Context: an optimization exercise on an open-source flow, tuned for small area and a short achievable clock period. The choices shown serve that exercise and are no tape-out recipe. At most, simulation tests tie the RTL to the original design; equivalence was not proved. The clock port is modelled as an ideal driver; clocking choices that lean on that would not hold on a real chip.

// alu_top
module alu_top (
    input  wire        clk,
    input  wire [31:0] a,
    input  wire [31:0] b,
    input  wire [3:0]  opcode,
    output wire [31:0] result,
    output wire        zero_flag,
    output wire        carry_flag,
    output wire        sign_flag,
    output wire        overflow_flag
);
    wire op_add = ~opcode[3] & ~opcode[1] & ~opcode[0];              
    wire op_neg = ~opcode[3] & ~opcode[1] &  opcode[0];              
    wire op_mul = ~opcode[3] & ~opcode[2] &  opcode[1];              
    wire op_and = ~opcode[3] &  opcode[2] &  opcode[1] & ~opcode[0];  
    wire op_xor = ~opcode[3] &  opcode[2] &  opcode[1] &  opcode[0];  
    wire op_sh  =  opcode[3] & (opcode[2] | opcode[1]);              
    wire op_shl = op_sh & ~opcode[0];
    wire op_shr = op_sh &  opcode[0];
    wire op_ari = ~opcode[3] & ~(opcode[2] & opcode[1]);             
    wire [32:0] sum = {1'b0, a} + {1'b0, b};
    wire [31:0] oth = ({32{op_add}} & sum[31:0])
                    | ({32{op_neg}} & (-b))
                    | ({32{op_and}} & (a & b))
                    | ({32{op_xor}} & (a ^ b));
  ...
Size in the first run: roughly 2,200 cells after synthesis, about 150 flip-flops, ~110 I/O pins, ~0.019 mm^2 of cells after synthesis.
Settings: LEC_CHECK=0, CAP_MARGIN=20, CORE_MARGIN=2, CORE_UTILIZATION=40, SETUP_SLACK_MARGIN=5, SLEW_MARGIN=20; clock period 12.0 ns.
run.sh (not shown) runs the stock make flow with config.mk's settings and CLKGATE_MAP_FILE= SYNTH_SCRIPT=/design/flow/synth_recipe.tcl, a recipe that flattens the netlist after the stock synthesis.
Change:
Settings changed: SETUP_SLACK_MARGIN 5 to default.
Critical path depth does not change.
Sequential share of layout area is unchanged.
Cell count stays the same.
Synthesized area stays the same.
Setup slack is unchanged.
Non-clock buffer count is unchanged.
Cell area stays the same.
Function was not checked in any run of this note: the RTL went through the layout flow alone.


alu_top, a different RTL version from the one above (not shown whole).
Size: roughly 1800 cells after synthesis, about 17000 sq um of cells after synthesis.
clock: 12.0 ns
lec_check: 0
cap_margin: 20
core_margin: 2
core_utilization: 40
slew_margin: 20
standard.sh (not shown) runs the stock make flow with config.mk's settings and CLKGATE_MAP_FILE= SYNTH_SCRIPT=/design/flow/synth_recipe.tcl, a recipe that flattens the netlist after the stock synthesis.
==> flow/flow/run.sh <==
#!/bin/bash
# The standard layout (standard.sh), with these changes:
#  - synthesis without the early generic "abc -fast" pass, so that the full
#    adders written in the RTL reach extract_fa as written (no inverters
#    between adder cells); registers are unchanged,
#  - after clock tree synthesis, flow/skew.tcl delays the clock of the second
#    register stage (useful skew for the paths between the two stages),
#  - the smallest buffer cell for the port buffers.
# The SDC and the clock period are the standard flow's. Each tool's output goes to the
# ORFS logs under orfs/logs; make's own output to standard.log.
cp standard.sh standard_sh.txt
bash standard.sh SYNTH_ARGS=-noabc SETUP_SLACK_MARGIN=6.8 \
  "BUFFER_PORTS_ARGS=-buffer_cell sky130_fd_sc_hd__buf_1" \
  POST_CTS_TCL=$PWD/flow/skew.tcl \
  "SKEW_CHAIN=sky130_fd_sc_hd__clkdlybuf4s50_1 sky130_fd_sc_hd__clkbuf_4" \
  finish > standard.log 2>&1
Other scripts of this flow, unchanged in this note and not shown: flow/flow/skew.tcl
The baseline ran to the end with no violations.
Rerun with:
--- a/flow/flow/run.sh
+++ b/flow/flow/run.sh
@@ -6,10 +6,13 @@
 #  - after clock tree synthesis, flow/skew.tcl delays the clock of the second
 #    register stage (useful skew for the paths between the two stages),
-#  - the smallest buffer cell for the port buffers.
+#  - the smallest buffer cell for the port buffers,
+#  - no gate cloning in timing repair,
+#  - no dummy loads in clock tree synthesis.
 # The SDC and the clock period are the standard flow's. Each tool's output goes to the
 # ORFS logs under orfs/logs; make's own output to standard.log.
 cp standard.sh standard_sh.txt
-bash standard.sh SYNTH_ARGS=-noabc SETUP_SLACK_MARGIN=6.8 \
+bash standard.sh SYNTH_ARGS=-noabc SETUP_SLACK_MARGIN=7.3 SKIP_GATE_CLONING=1 \
   "BUFFER_PORTS_ARGS=-buffer_cell sky130_fd_sc_hd__buf_1" \
+  "CTS_ARGS=-sink_clustering_enable -repair_clock_nets -dont_use_dummy_load" \
   POST_CTS_TCL=$PWD/flow/skew.tcl \
   "SKEW_CHAIN=sky130_fd_sc_hd__clkdlybuf4s50_1 sky130_fd_sc_hd__clkbuf_4" \
CAP_MARGIN = 0   (was 20)
CORE_UTILIZATION = 55   (was 40)
SLEW_MARGIN = 0   (was 20)
What happened: The changed run finished clean. Die area shrinks by a quarter to a third. Setup slack gets better by 0.38 ns. Wire length rises by a little under a tenth.
Rerun with:
==> flow/flow/run.sh (replaced) <==
#!/bin/bash
# The standard layout (standard.sh), with these changes:
#  - synthesis without the early generic "abc -fast" pass, so that the full
#    adders written in the RTL reach extract_fa as written (no inverters
#    between adder cells); registers are unchanged,
#  - after clock tree synthesis, flow/skew.tcl delays the clock of the second
#    register stage (useful skew for the paths between the two stages),
#  - the smallest buffer cell for the port buffers.
# The SDC and the clock period are the standard flow's. Each tool's output goes to the
# ORFS logs under orfs/logs; make's own output to standard.log.
cp standard.sh standard_sh.txt
bash standard.sh SYNTH_ARGS=-noabc SETUP_SLACK_MARGIN=7.3 \
  "BUFFER_PORTS_ARGS=-buffer_cell sky130_fd_sc_hd__buf_1" \
  POST_CTS_TCL=$PWD/flow/skew.tcl \
  "SKEW_CHAIN=sky130_fd_sc_hd__clkdlybuf4s50_1 sky130_fd_sc_hd__clkbuf_4" \
  finish > standard.log 2>&1
CAP_MARGIN = 20   (was 0)
CORE_UTILIZATION = 40   (was 55)
SLEW_MARGIN = 20   (was 0)
Result: Fmax went up slightly; clock skew went up by 0.0046 ns.
Rerun with:
--- a/flow/flow/run.sh
+++ b/flow/flow/run.sh
@@ -10,5 +10,5 @@
 # ORFS logs under orfs/logs; make's own output to standard.log.
 cp standard.sh standard_sh.txt
-bash standard.sh SYNTH_ARGS=-noabc SETUP_SLACK_MARGIN=7.3 \
+bash standard.sh SYNTH_ARGS=-noabc SETUP_SLACK_MARGIN=7.5 \
   "BUFFER_PORTS_ARGS=-buffer_cell sky130_fd_sc_hd__buf_1" \
   POST_CTS_TCL=$PWD/flow/skew.tcl \
CORE_UTILIZATION = 60   (was 40)
What happened:
- The changed run completed with no timing, DRC or antenna violations
- routed wire length went up slightly
- hold slack gets better by 0.082 ns
- first-iteration DRC count went up by a quarter to a third
Rerun with:
--- a/flow/flow/run.sh
+++ b/flow/flow/run.sh
@@ -6,9 +6,10 @@
 #  - after clock tree synthesis, flow/skew.tcl delays the clock of the second
 #    register stage (useful skew for the paths between the two stages),
-#  - the smallest buffer cell for the port buffers.
+#  - the smallest buffer cell for the port buffers,
+#  - no gate cloning in timing repair.
 # The SDC and the clock period are the standard flow's. Each tool's output goes to the
 # ORFS logs under orfs/logs; make's own output to standard.log.
 cp standard.sh standard_sh.txt
-bash standard.sh SYNTH_ARGS=-noabc SETUP_SLACK_MARGIN=7.5 \
+bash standard.sh SYNTH_ARGS=-noabc SETUP_SLACK_MARGIN=7.3 SKIP_GATE_CLONING=1 \
   "BUFFER_PORTS_ARGS=-buffer_cell sky130_fd_sc_hd__buf_1" \
   POST_CTS_TCL=$PWD/flow/skew.tcl \
CORE_UTILIZATION = 40   (was 60)
Result: Fmax grows by 8.8%. Final cell count rises by 6.5%. Area after synthesis stays the same. Core utilization shrinks by 27 points. Worst hold slack degrades by 0.11 ns. Critical path depth goes down by 1.
Rerun with:
--- a/flow/flow/run.sh
+++ b/flow/flow/run.sh
@@ -6,10 +6,9 @@
 #  - after clock tree synthesis, flow/skew.tcl delays the clock of the second
 #    register stage (useful skew for the paths between the two stages),
-#  - the smallest buffer cell for the port buffers,
-#  - no gate cloning in timing repair.
+#  - the smallest buffer cell for the port buffers.
 # The SDC and the clock period are the standard flow's. Each tool's output goes to the
 # ORFS logs under orfs/logs; make's own output to standard.log.
 cp standard.sh standard_sh.txt
-bash standard.sh SYNTH_ARGS=-noabc SETUP_SLACK_MARGIN=7.3 SKIP_GATE_CLONING=1 \
+bash standard.sh SYNTH_ARGS=-noabc SETUP_SLACK_MARGIN=7.3 \
   "BUFFER_PORTS_ARGS=-buffer_cell sky130_fd_sc_hd__buf_1" \
   POST_CTS_TCL=$PWD/flow/skew.tcl \
CORE_UTILIZATION = 60   (was 40)
GPL_TIMING_DRIVEN = 0   (was default)
=>
- global-route usage increases by 16 points
- flip-flop and latch count does not change
- final cell count came out lower by 2.9%
- cell area rose by 1.7%
- wire length came out higher by 0.86%
- first-iteration DRC count rose by 40%
- fmax is lower by 15%

## static timing again, ports no longer ideal
In the flow no input, the clock included, has a driving cell. The finished layouts below were timed again as built, in two steps.
Step 1 assumes that a clkbuf_16 drives the clock port and a buf_2 every other input.
Step 2, shift: input delay + t, output delay - t, t = (earliest + latest rising clock arrival at the registers) / 2. This alone moves slack from input paths to output paths.
Three values: ideal, step 1, step 2; two values: the first two.
| run | shift t [ns] | setup slack, ns | clock arrival spread, ns | worst slew at a driven data input, ns | pins driven straight from the clock port |
|---|---|---|---|---|---|
| the first run of note 1 | 0.466 | 5.580 / 5.580 / 5.580 | 0.020 / 0.020 | 0.04 | 1 |
| the second run of note 1 | 0.466 | 5.580 / 5.580 / 5.580 | 0.020 / 0.020 | 0.04 | 1 |
| the first run of note 2 | 0.808 | 6.916 / 6.861 / 6.710 | 0.649 / 0.649 | 0.06 | 1 |
| the second run of note 2 | 0.768 | 7.295 / 7.295 / 6.867 | 0.638 / 0.638 | 0.04 | 1 |
| the third run of note 2 | 0.793 | 7.311 / 7.311 / 6.901 | 0.643 / 0.642 | 0.05 | 1 |
| the fourth run of note 2 | 0.769 | 6.946 / 6.946 / 6.946 | 0.647 / 0.647 | 0.04 | 1 |
| the fifth run of note 2 | 0.800 | 7.355 / 7.312 / 6.859 | 0.643 / 0.643 | 0.05 | 1 |
| the sixth run of note 2 | 0.787 | 6.549 / 6.549 / 6.549 | 0.672 / 0.672 | 0.04 | 1 |
In 6 of these runs the clock reaches the registers at very different times; t lies between them, and the last value is a rough guide only. The setup slack of the fifth run of note 2, which loses most, moves by -0.043 ns with the drivers and by -0.496 ns with both steps.
